From an optimization exercise on the open Yosys and OpenROAD flow, aimed at small area and a short achievable clock period; shortcuts taken in it are not production practice.
At most, simulation tests tie the RTL to the original design; equivalence was not proved.
For runs 2 and 3, only the layout was checked, not whether the RTL still works.

==> flow/design.v (outline; a module is shown in full before it is edited, if it fits) <==
// module image_enhance: 4009 lines
module image_enhance (
    input  logic        clk,
    input  logic        reset,
    input  logic        stall,
    input  logic [80:0] img,
    input  logic [71:0] fil,
    input  logic [8:0]  add_img,
    output logic [29:0] out
);
  // ...
==> flow/flow/run.sh <==
#!/bin/bash
# Layout flow: the standard synthesis, then a netlist pass that removes
# inverters around the full-adder cells (flow/invopt.py), then the standard
# ORFS flow from floorplan to finish with the settings in flow/settings.txt.
set -euo pipefail
R=orfs/results/sky130hd/image_enhance/base
bash standard.sh synth > synth.log 2>&1
python3 flow/invopt.py $R/1_2_yosys.v $R/1_2_yosys_invopt.v > invopt.log 2>&1
cp $R/1_2_yosys.v $R/1_2_yosys_orig.v
cp $R/1_2_yosys_invopt.v $R/1_2_yosys.v
rm -f $R/1_synth.odb $R/1_synth.sdc
mapfile -t EXTRA < flow/settings.txt
bash standard.sh "${EXTRA[@]}" finish > finish.log 2>&1
==> flow/flow/invopt.py <==
#!/usr/bin/env python3
"""Remove inverters around full-adder cells in a mapped sky130hd netlist.

A full adder is self-dual: FA(~a,~b,~c) = (~sum, ~cout).  Each fa cell may
therefore be "flipped" (fed the complements of its inputs, giving the
complements of its outputs) without changing the function.  This picks a
flip for every fa cell, greedily, to minimise the inverters needed, then
rebuilds the inverters: at most one per driven signal.

Usage: invopt.py IN.v OUT.v
"""
import re, sys
from collections import defaultdict

src = open(sys.argv[1]).read()
OUTP = {"X", "Y", "Q", "Q_N", "SUM", "COUT", "HI", "LO", "GCLK"}
inst_re = re.compile(r'^(\s*)(sky130_fd_sc_hd__\w+)\s+(\S+)\s*\((.*?)\);\n', re.S | re.M)
pin_re = re.compile(r'\.(\w+)\(\s*((?:\\\S+\s)|[^()\s]+(?:\[\d+\])?)\s*\)')

cells = []
pieces = []
last = 0
for m in inst_re.finditer(src):
    pieces.append(src[last:m.start()])
    pins = [(p, n.strip()) for p, n in pin_re.findall(m.group(4))]
    cells.append({"type": m.group(2), "name": m.group(3), "pins": pins, "ind": m.group(1)})
    pieces.append(len(cells) - 1)
    last = m.end()
pieces.append(src[last:])

# special nets: ports and anything in assign statements stay as they are
header_text = "".join(p for p in pieces if isinstance(p, str))
special = set()
for m in re.finditer(r'^\s*(input|output|inout)\s+(\[[^\]]*\]\s*)?(\S+?)\s*;', header_text, re.M):
    special.add(m.group(3))
for m in re.finditer(r'^\s*assign\s+(.*?);', header_text, re.M | re.S):
    for t in re.findall(r'\\\S+|[A-Za-z_][\w$]*', m.group(1)):
        special.add(t)

def base(n):
    n = n.strip()
    if n.startswith("\\"):
        return n
    return re.sub(r'\[\d+\]$', '', n)

def is_special(n):
    return n in special or base(n) in special

driver = {}
loads = defaultdict(list)
for i, c in enumerate(cells):
    for p, n in c["pins"]:
        if p in OUTP:
            driver[n] = (i, p)
        else:
            loads[n].append((i, p))

def is_inv(c):
    return re.match(r'sky130_fd_sc_hd__(clk)?inv_\d+$', c["type"]) is not None

def is_fa(c):
    return re.match(r'sky130_fd_sc_hd__fa_\d+$', c["type"]) is not None

# root of each net through inverter chains
def root_of(n):
    par = 0
    seen = 0
    while n in driver and is_inv(cells[driver[n][0]]) and seen < 100:
        ci = driver[n][0]
        n = dict(cells[ci]["pins"])["A"]
        par ^= 1
        seen += 1
    return n, par

# build trees: root -> list of (cell, pin, parity), frozen flag
trees = {}
inv_cells = set()
for i, c in enumerate(cells):
    if is_inv(c):
        inv_cells.add(i)
netroot = {}
allnets = set(driver) | set(loads)
for n in allnets:
    netroot[n] = root_of(n)
for n, (r, par) in netroot.items():
    t = trees.setdefault(r, {"loads": [], "frozen": False, "nets": []})
    t["nets"].append((n, par))
    if is_special(n) and (n != r):
        t["frozen"] = True
    for (ci, p) in loads[n]:
        if ci in inv_cells:
            continue
        t["loads"].append((ci, p, par))
# a special root net itself is fine (it keeps its value if its driver is fixed)
for r, t in trees.items():
    if is_special(r):
        t["special_root"] = True

flip = defaultdict(int)
fixed = set()
for r, t in trees.items():
    if t["frozen"] or t.get("special_root"):
        if r in driver:
            fixed.add(driver[r][0])
        if t["frozen"]:
            for (ci, p, par) in t["loads"]:
                fixed.add(ci)
# output-inverting swaps for simple gates: type -> (other type, old pin, new pin, area delta)
AREA = {"and2_1": 6.256, "nand2_1": 3.7536, "or2_1": 6.256, "nor2_1": 3.7536,
        "xor2_1": 8.7584, "xnor2_1": 8.7584, "and3_1": 6.256, "nand3_1": 5.0048,
        "or3_1": 6.256, "nor3_1": 5.0048, "a21oi_1": 5.0048, "a21o_1": 7.5072,
        "o21ai_0": 5.0048, "o21a_1": 7.5072, "and4_1": 8.7584, "nand4_1": 6.256,
        "a22oi_1": 7.5072, "a22o_1": 8.7584, "o22ai_1": 6.256, "o22a_1": 8.7584,
        "a31oi_1": 6.256, "a31o_1": 8.7584}
PAIRS = [("and2_1", "nand2_1"), ("or2_1", "nor2_1"), ("xor2_1", "xnor2_1"),
         ("and3_1", "nand3_1"), ("or3_1", "nor3_1"), ("a21o_1", "a21oi_1"),
         ("o21a_1", "o21ai_0"), ("and4_1", "nand4_1"), ("a22o_1", "a22oi_1"),
         ("o22a_1", "o22ai_1"), ("a31o_1", "a31oi_1")]
SWAP = {}
for a, b in PAIRS:
    SWAP["sky130_fd_sc_hd__" + a] = "sky130_fd_sc_hd__" + b
    SWAP["sky130_fd_sc_hd__" + b] = "sky130_fd_sc_hd__" + a
def outpin(t):
    n = t[len("sky130_fd_sc_hd__"):]
    return "X" if n.split("_")[0] in ("and2", "or2", "and3", "or3", "a21o", "o21a", "and4", "a22o", "o22a", "a31o") else "Y"
def swap_delta(c):
    a = AREA[c["type"][len("sky130_fd_sc_hd__"):]]
    b = AREA[SWAP[c["type"]][len("sky130_fd_sc_hd__"):]]
    return b - a
flippable = [i for i, c in enumerate(cells) if (is_fa(c) or c["type"] in SWAP) and i not in fixed]
flipset = set(flippable)
isfa = {i: is_fa(cells[i]) for i in flippable}
INV = 3.7536

def drv_cell(r):
    return driver[r][0] if r in driver else None

def tree_cost(r):
    t = trees[r]
    if t["frozen"]:
        return 0
    dc = drv_cell(r)
    pd = flip[dc] if dc is not None else 0
    need = False
    for (ci, p, par) in t["loads"]:
        if par ^ pd ^ (flip[ci] if (ci in flipset and isfa[ci]) else 0):
            need = True
            break
    return INV if need else 0

def own(ci):
    return 0 if isfa[ci] or not flip[ci] else swap_delta(cells[ci])

cell_roots = defaultdict(set)
for r, t in trees.items():
    dc = drv_cell(r)
    if dc is not None:
        cell_roots[dc].add(r)
    for (ci, p, par) in t["loads"]:
        cell_roots[ci].add(r)

import random, math
random.seed(1)
def total():
    return sum(tree_cost(r) for r in trees) + sum(own(c) for c in flippable)
def delta_flip(ci):
    rs = cell_roots[ci]
    c0 = sum(tree_cost(r) for r in rs) + own(ci)
    flip[ci] ^= 1
    c1 = sum(tree_cost(r) for r in rs) + own(ci)
    flip[ci] ^= 1
    return c1 - c0
before = total()
best = before
bestflip = dict(flip)
T = 4.0
steps = 200 * len(flippable)
for s_ in range(steps):
    ci = random.choice(flippable)
    dl = delta_flip(ci)
    if dl < 0 or (T > 0.01 and random.random() < math.exp(-dl / T)):
        flip[ci] ^= 1
    T = 4.0 * (1 - s_ / steps)
changed = True
passes = 0
while changed and passes < 50:
    changed = False
    passes += 1
    for ci in flippable:
        if delta_flip(ci) < 0:
            flip[ci] ^= 1
            changed = True
after = total()
print(f"inverters: {len(inv_cells)} cells; cost {before:.1f} -> {after:.1f}; "
      f"flipped {sum(flip[c] for c in flippable)} of {len(flippable)} cells, {passes} passes",
      file=sys.stderr)

# rebuild
remove = set()
for r, t in trees.items():
    if t["frozen"]:
        continue
    for (n, par) in t["nets"]:
        if n in driver and driver[n][0] in inv_cells:
            remove.add(driver[n][0])
new_cells = []
new_wires = []
k = 0
for r, t in trees.items():
    if t["frozen"]:
        continue
    dc = drv_cell(r)
    pd = flip[dc] if dc is not None else 0
    invnet = None
    for (ci, p, par) in t["loads"]:
        needinv = par ^ pd ^ (flip[ci] if (ci in flipset and isfa[ci]) else 0)
        target = r
        if needinv:
            if invnet is None:
                k += 1
                invnet = f"_invopt_n{k}_"
                new_wires.append(invnet)
                new_cells.append({"type": "sky130_fd_sc_hd__inv_1", "name": f"_invopt_{k}_",
                                  "pins": [("A", r), ("Y", invnet)], "ind": "  "})
            target = invnet
        c = cells[ci]
        c["pins"] = [(pp, target if pp == p else nn) for (pp, nn) in c["pins"]]

for ci in flippable:
    if flip[ci] and not isfa[ci]:
        c = cells[ci]
        op, nt = outpin(c["type"]), SWAP[c["type"]]
        np_ = outpin(nt)
        c["type"] = nt
        c["pins"] = [((np_ if pp == op else pp), nn) for (pp, nn) in c["pins"]]

def fmt_net(n):
    return n + " " if n.startswith("\\") else n

def fmt(c):
    pins = ",\n".join(f"    .{p}({fmt_net(n)})" for p, n in c["pins"])
    return f"{c['ind']}{c['type']} {c['name']} (\n{pins}\n  );\n"

used = set()
for i, c in enumerate(cells):
    if i in remove:
        continue
    for p, n in c["pins"]:
        used.add(n)
for c in new_cells:
    for p, n in c["pins"]:
        used.add(n)

out = []
for p in pieces:
    if isinstance(p, str):
        # drop declarations of wires that are no longer used
        def keep(m):
            n = m.group(1)
            if n in used or is_special(n) or n.startswith("["):
                return m.group(0)
            return ""
        p = re.sub(r'^\s*wire\s+(\\\S+|[\w$]+)\s*;\n', keep, p, flags=re.M)
        out.append(p)
    elif p not in remove:
        out.append(fmt(cells[p]))
text = "".join(out)
decl = "".join(f"  wire {w};\n" for w in new_wires)
newc = "".join(fmt(c) for c in new_cells)
i = text.rfind("endmodule")
text = text[:i] + newc + text[i:]
m = re.search(r'^\s*wire\s', text, re.M)
text = text[:m.start()] + "\n" + decl + text[m.start():]
open(sys.argv[2], "w").write(text)
print(f"removed {len(remove)} inverters, added {len(new_cells)}", file=sys.stderr)
==> flow/flow/settings.txt <==
SETUP_SLACK_MARGIN=15.0
BUFFER_PORTS_ARGS=-buffer_cell sky130_fd_sc_hd__buf_1
==> flow/standard.sh <==
#!/bin/bash
# synth_recipe.tcl (not shown) runs the flow's synth.tcl, then flattens the netlist and writes it again
# the make line also repeats each setting of config.mk as NAME=value (left out here)
make -C /OpenROAD-flow-scripts/flow DESIGN_CONFIG=/design/flow/config.mk WORK_HOME=/design/flow/orfs CLKGATE_MAP_FILE= SYNTH_SCRIPT=/design/flow/synth_recipe.tcl "${@:-finish}"
==> flow/config.mk <==
export PLATFORM = sky130hd
export DESIGN_NAME = image_enhance
export DESIGN_NICKNAME = image_enhance
export VERILOG_FILES = /design/flow/design.v
export SDC_FILE = /design/flow/constraint.sdc
export NUM_CORES = 4
export LEC_CHECK = 0
export CAP_MARGIN = 20
export CORE_MARGIN = 2
export CORE_UTILIZATION = 30
export SLEW_MARGIN = 20
==> flow/constraint.sdc <==
create_clock -name core_clock -period 20.0 [get_ports {clk}]
set_input_delay 4.0000 -clock core_clock [delete_from_list [all_inputs] [get_ports {clk}]]
set_output_delay 4.0000 -clock core_clock [all_outputs]
set_load 0.01 [all_outputs]
==> flow_metrics.env, run 1 <==
export IMPL_status="complete, no violations"
export IMPL_largest_reg_flops=81
export IMPL_r2r_end="cs_r[47]"
export IMPL_end_kind="output pin"
export IMPL_setup_viol=0
export IMPL_cts_max_level=1
export IMPL_slowest_stage="dfxtp_4"
export IMPL_min_period_ns=5.15
export IMPL_fill_cells=8554
export IMPL_avgSynthCellArea_sq_um=12.9
export IMPL_crit_chain="buf_2"
export IMPL_cp_data_required_time_ns=16.00
export IMPL_crit_family="flip-flops"
export IMPL_multi_input_area_sq_um=17500
export IMPL_critPathMaxStageDelay_ns=0.40
export IMPL_min_path_type="reg -> reg"
export IMPL_rsz0062_at_grt="true"
export IMPL_io_pins=195
export IMPL_gr_usage_met1_pct=24.1
export IMPL_place_congestion=0.993
export IMPL_clk_pin_slew_ns=0.06
export IMPL_multi_input_cells=1575
export IMPL_clkCellAreaFrac_pct=3.56
export IMPL_arrival_ns=1.15
export IMPL_hold_start="o_r[13]"
export IMPL_clock_path_buffers=3
export IMPL_reg2regPathDepth=10
export IMPL_grt_busiest_layer="met2"
export IMPL_antenna_found_initial=2
export IMPL_inverters=131
export IMPL_dp_hpwl_mm=69.4
export IMPL_seq_share_pct=26.6
export IMPL_drc=0
export IMPL_grt_usage_pct=19.1
export IMPL_fin_area_sq_um=30200
export IMPL_dpl_instance_area_sq_um=28200
export IMPL_highest_signal_layer="met4"
export IMPL_maxSlewViolCount=0
export IMPL_worstSetupEndpoint="out[20]"
export IMPL_design_seq_count=273
export IMPL_n_all_buffers=292
==> run 2, diff against run 1 <==
--- a/flow/design.v
+++ b/flow/design.v
@@ -3983,21 +3983,27 @@
     logic        d3;      
     always_ff @(posedge clk) begin
         if (!stall) begin
             xh_r <= x[19:3];
             xn_r <= x[19] & (|x[2:0]);
         end
     end
     logic signed [16:0] o_r;
+    logic               o_s;
     always_ff @(posedge clk) begin
-        if (reset) o_r <= 17'd0;
-        else if (!stall) o_r <= d3 ? xh_r + {16'd0, xn_r} : 17'd0;
+        if (reset) begin
+            o_r <= 17'd0;
+            o_s <= 1'b0;
+        end else if (!stall) begin
+            o_r <= d3 ? xh_r + {16'd0, xn_r} : 17'd0;
+            o_s <= d3 & xh_r[16] & ~(xn_r & (&xh_r[15:0]));
+        end
     end
-    assign out = {{13{o_r[16]}}, o_r};
+    assign out = {{7{o_s}}, {7{o_r[16]}}, o_r[15:0]};
     always_ff @(posedge clk) begin
         if (reset) begin
             v1 <= 1'b0;
             s2 <= 1'b0;
             d2 <= 1'b0;
             d3 <= 1'b0;
         end else if (!stall) begin
             v1 <= 1'b1;
==> run 2 against run 1 <==
Synthesized cell count increased by 1.1%; via count is 2.3% higher; hold slack got worse by 0.030 ns; clock skew fell by 0.017 ns; core utilization increased by 0.19 points; non-clock buffer count unchanged; fmax is 0.11% lower; highest routed layer unchanged.
==> flow_metrics.env, run 2 <==
export IMPL_num_nets_final=3179
export IMPL_layout_common_cells="610 x fa_1, 536 x nand2_1, 254 x edfxtp_1"
export IMPL_crit_family="flip-flops"
export IMPL_coreArea_sq_um=87000
export IMPL_routedWlPerCell_um=25.2
export IMPL_worstSetupEndpoint="out[28]"
export IMPL_grt_pass1_vias=18400
export IMPL_hold_viol_final=0
export IMPL_dieWidth_um=301
export IMPL_postRouteAntennaNets=0
export IMPL_cts_buffers=31
export IMPL_io_pins=195
export IMPL_drt_iter0_markers=1663
export IMPL_cts_max_level=1
export IMPL_rows=108
export IMPL_port_buffers=194
export IMPL_drive_above_1_share_pct=9.81
export IMPL_die_h_um=301
export IMPL_synth_area_sq_um=26400
export IMPL_min_period_ns=5.16
export IMPL_r2r_start="f_r[34]"
export IMPL_start_util_pct=30.4
export IMPL_vias=17200
export IMPL_tritoncts="built"
export IMPL_gr_usage_met3_pct=4.47
export IMPL_r2r_slack_ns=15.05
export IMPL_syn_inst=2060
export IMPL_avgSynthCellArea_sq_um=12.8
export IMPL_clock_path_buffers=3
export IMPL_synth_warnings=1
export IMPL_drt_wl_total_mm=88.6
export IMPL_grt_use_met2_pct=30.2
export IMPL_die_area_sq_um=90500
export IMPL_crit_path_start="o_s"
export IMPL_place_congestion=0.951
export IMPL_grt_overflow=0
export IMPL_synthesis_nets=2909
export IMPL_whs_ns=0.458
export IMPL_end_kind="output pin"
export IMPL_setup_viol=0
export IMPL_clock_fmax_mhz=194
export IMPL_clk_latency_ns=0.64
export IMPL_cp_data_required_time_ns=16.00
export IMPL_antenna_found_initial=3
export IMPL_status="complete, no violations"
export IMPL_cp_depth=1
export IMPL_worst_slew_pin_slew_ns=0.741
export IMPL_fin_area_sq_um=30500
export IMPL_grt_first_pass_wirelength_mm=128
export IMPL_dpl_instance_area_sq_um=28400
export IMPL_slew_limit_headroom_pct=50.4
export IMPL_grt_max_degree=75
export IMPL_maxCapViolCount=0
export IMPL_via_per_inst=4.90
export IMPL_drc=0
export IMPL_top_regs="g_r x81, cs_r x74, f_r x72"
export IMPL_final_common_cell="fa_1"
export IMPL_gr_usage_met1_pct=27.2
export IMPL_area_growth_pct=15.4
export IMPL_first_pass_iters=5
export IMPL_cp_num_buf_inv=1
export IMPL_clk_pin_slew_ns=0.06
export IMPL_largest_register="g_r"
export IMPL_cts_sinks=274
export IMPL_reg2regPathDepth=9
export IMPL_critPathMaxStageDelay_ns=0.42
export IMPL_grt_usage_pct=19.8
export IMPL_grt_busiest_layer="met2"
export IMPL_crit_chain="buf_6"
export IMPL_arrival_ns=1.16
export IMPL_slowest_stage="dfxtp_4"
export IMPL_finalCritPeriodShare_pct=25.8
export IMPL_final_cell_count_no_fill=3511
export IMPL_critPathLaunchType="flop"
export IMPL_r2r_end="cs_r[35]"
export IMPL_fin_setup_tns_ns=0
export IMPL_min_path_type="reg -> reg"
export IMPL_criticalPathCategory="reg -> out"
export IMPL_path_max_fanout=8
export IMPL_cts_root_buf="clkbuf_16"
export IMPL_maxSlewViolCount=0
export IMPL_dp_hpwl_mm=72.7
export IMPL_placedCellCount=3355
export IMPL_finClkSkew_ns=0.0322
export IMPL_rsz0062_at_grt="true"
export IMPL_largest_reg_flops=81
==> run 2: changes by cell type in the layout (fill, tap and decap cells not counted), moves of 5 or more <==
cell and delta:
o21ai_0 -12, nand2_1 +10, inv_1 +8, buf_2 -7, o21ai_1 +7, buf_6 +6, nand3_1 -5
==> run 2: how the worst min path moves through the flow <==
stage            start       to  slack [ns]  cells past startpoint
6_report       o_r[13]  o_r[13]        0.46                      2
5_1_grt        o_r[13]  o_r[13]        0.48                      2
4_1_cts        o_r[13]  o_r[13]        0.46                      2
3_5_place_dp   o_r[13]  o_r[13]        0.45                      2
3_3_place_gp   o_r[14]  o_r[14]        0.45                      2
2_1_floorplan  o_r[14]  o_r[14]        0.48                      2
==> run 2: routing by layer <==
layer  up-vias  part of all wire [%]
met3       149                   9.1
li1       7089                     -
met1      9084                    41
met5         -                     0
met2       888                    45
met4         0                   4.9
==> run 2: stage by stage <==
| stage | setup slack (ns) | util, % |
|---|---|---|
| after floorplan | 11.55 | - |
| after global placement | 12.62 | 32.6 |
| after detailed placement | 12.55 | 32.6 |
| after CTS | 14.82 | 34.6 |
| after global routing | 14.79 | 35.0 |
| final | 14.84 | 35.0 |
==> run 2: layout make-up <==
class,instances,area (sq um)
Multi-Input combinational cell,1592,17600
Timing Repair inverter,2,12.5
Clock buffer,34,787
Timing Repair Buffer,292,1770
Tap cell,1155,1450
Sequential cell,274,8060
Inverter,137,518
Antenna cell,1,2.50
Clock inverter,24,263
Fill cell,8650,56500
==> run 2: repair_timing <==
| item | in CTS | in global routing |
|---|---|---|
| buffers inserted | 52 | 42 |
| gates cloned | 3 | 0 |
| pin swaps | 0 | 2 |
| hold buffers | 0 | 0 |
| gates resized for setup | 88 | 15 |
| hold endpoints to repair | 0 | 0 |
| setup endpoints to repair | 303 | 172 |
==> run 3, diff against run 2 <==
--- a/flow/config.mk
+++ b/flow/config.mk
@@ -9,3 +9,4 @@
 export CORE_MARGIN = 2
-export CORE_UTILIZATION = 30
+export CORE_UTILIZATION = 50
+export CTS_BUF_LIST = sky130_fd_sc_hd__clkbuf_8 sky130_fd_sc_hd__clkbuf_4
 export SLEW_MARGIN = 20
==> run 3 against run 2 <==
Still clean; global-route usage up 11 points; non-clock buffer count down 33; core utilization up 22 points; via count down 0.23%; fmax down 0.83%; synthesized area unchanged; hold slack better by 0.0049 ns; die area down 40%; sequential share of layout area up 0.71 points; critical path depth unchanged.
==> flow_metrics.env, run 3 <==
export IMPL_grt_usage_pct=30.6
export IMPL_grt_max_degree=74
export IMPL_grt_pass1_vias=18600
export IMPL_status="complete, no violations"
export IMPL_min_path_type="reg -> reg"
export IMPL_cts_buffers=48
export IMPL_start_util_pct=50.4
export IMPL_num_nets_final=3162
export IMPL_maxCapViolCount=0
export IMPL_critPathLaunchType="flop"
export IMPL_slowest_stage="dfxtp_4"
export IMPL_hold_viol_final=0
export IMPL_drt_iter0_markers=1497
export IMPL_crit_path_start="o_s"
export IMPL_layout_common_cells="613 x fa_1, 532 x nand2_1, 254 x edfxtp_1"
export IMPL_largest_reg_flops=81
export IMPL_reg2regPathDepth=9
export IMPL_worst_slew_pin_slew_ns=0.731
export IMPL_cts_root_buf="clkbuf_8"
export IMPL_grt_overflow=0
export IMPL_grt_first_pass_wirelength_mm=117
export IMPL_die_h_um=234
export IMPL_avgSynthCellArea_sq_um=12.8
export IMPL_largest_register="g_r"
export IMPL_syn_inst=2060
export IMPL_dpl_instance_area_sq_um=27800
export IMPL_cp_depth=1
export IMPL_tritoncts="built"
export IMPL_finalCritPeriodShare_pct=26.0
export IMPL_r2r_start="f_r[25]"
export IMPL_maxSlewViolCount=0
export IMPL_top_regs="g_r x81, cs_r x74, f_r x72"
export IMPL_crit_family="flip-flops"
export IMPL_layout_setup_ws_ns=14.80
export IMPL_port_buffers=194
export IMPL_drc=0
export IMPL_fin_setup_tns_ns=0
export IMPL_die_area_sq_um=54700
export IMPL_area_growth_pct=12.4
export IMPL_end_kind="output pin"
export IMPL_min_period_ns=5.20
export IMPL_arrival_ns=1.20
export IMPL_criticalPathCategory="reg -> out"
export IMPL_setup_viol=0
export IMPL_rows=84
export IMPL_r2r_slack_ns=15.07
export IMPL_dp_hpwl_mm=66.8
export IMPL_rsz0062_at_grt="true"
export IMPL_drt_wl_total_mm=80.4
export IMPL_final_common_cell="fa_1"
export IMPL_crit_chain="buf_2"
export IMPL_r2r_end="cs_r[31]"
export IMPL_postRouteAntennaNets=0
export IMPL_antenna_found_initial=1
export IMPL_synth_warnings=1
export IMPL_first_pass_iters=6
export IMPL_cp_num_buf_inv=1
export IMPL_fin_area_sq_um=29700
export IMPL_vias=17200
export IMPL_coreArea_sq_um=52400
export IMPL_via_per_inst=5.65
export IMPL_finClkSkew_ns=0.0618
export IMPL_hold_buffers=0
export IMPL_whs_ns=0.463
export IMPL_clk_latency_ns=0.67
export IMPL_critPathMaxStageDelay_ns=0.39
export IMPL_routedWlPerCell_um=26.4
export IMPL_drive_above_1_share_pct=9.74
export IMPL_place_congestion=0.979
export IMPL_synthesis_nets=2909
export IMPL_clk_pin_slew_ns=0.07
export IMPL_synth_area_sq_um=26400
export IMPL_path_max_fanout=8
export IMPL_cts_max_level=2
export IMPL_io_pins=195
export IMPL_dieWidth_um=234
export IMPL_cp_data_required_time_ns=16.00
export IMPL_cts_sinks=274
export IMPL_hold_start="o_r[13]"
export IMPL_clock_path_buffers=3
export IMPL_clock_fmax_mhz=192
export IMPL_worstSetupEndpoint="out[23]"
export IMPL_dp_worst_setup_slack_ns=12.80
export IMPL_slew_limit_headroom_pct=51.3
run 3: repair_timing:
action | 4_1_cts | 5_1_grt
gates cloned | 3 | 0
gates resized for setup | 80 | 15
endpoints found under the setup margin | 277 | 134
buffers inserted | 19 | 41
run 3: routing by layer:
metal  track usage (%)  vias up  routed length (um)
li1                  -     7055                   -
met1              40.5     9026               30500
met2              47.7      914               37900
met3              8.07      175                7930
met4              14.0        0                4160
met5                 0        -                   0
run 3: tightest hold or removal path, stage by stage, from the launching register on:
cell     delay (ns)
dfxtp_2        0.33
nand2_1        0.04
o21ai_0        0.05
run 3: through the flow:
step / cells / utilization, %
finish: 3041 / 56.6
global route: 3040 / 56.6
CTS: 2999 / 56.0
detailed placement: 2888 / 53.0
global placement: 2888 / 53.0
floorplan: 2060 / -
run 3: layout make-up:
cell class                      instances  area [sq um]
Sequential cell                       274          8060
Clock buffer                           57           728
Tap cell                              688           861
Timing Repair inverter                  1          5.00
Inverter                              137           518
Antenna cell                            1          2.50
Timing Repair Buffer                  259          1460
Multi-Input combinational cell       1592         17600
Clock inverter                         32           420
Fill cell                            4425         22700
run 3: worst min path at each step:
stage               endpoint  slack [ns]  depth (start not counted)
floorplan            o_r[14]        0.48                          2
global placement     o_r[13]        0.45                          2
detailed placement   o_r[15]        0.45                          2
CTS                  o_r[15]        0.47                          2
global route         o_r[12]        0.50                          2
finish               o_r[13]        0.46                          2

-- afterwards: timing with drivers on the ports --
How much do the figures lean on ideal ports? The routed layouts below were timed once more, with nothing changed but the port constraints.
Step 1: set_driving_cell puts a clkbuf_16 on clk and a buf_2 on each other input, an assumption about the parent block.
Step 2 times the ports against the registers' clock, not the clock port: input delays grow and output delays shrink by t, the midpoint of the rising clock arrivals with the driver on.
a / b / c = no drivers / after step 1 / after step 2; a / b = the first two.
run	t, ns	setup WS [ns]	latest minus earliest clock arrival (ns)	cell pins on the clock port's net
run 1	0.685	14.847 / 14.783 / 14.404	0.050 / 0.049	1
run 2	0.686	14.842 / 14.776 / 14.398	0.032 / 0.033	1
run 3	0.702	14.798 / 14.738 / 14.366	0.062 / 0.061	1
After both steps every run listed still meets setup and hold. For run 2, which loses most, drivers alone change the setup slack by -0.066 ns; drivers and shift together by -0.444 ns.
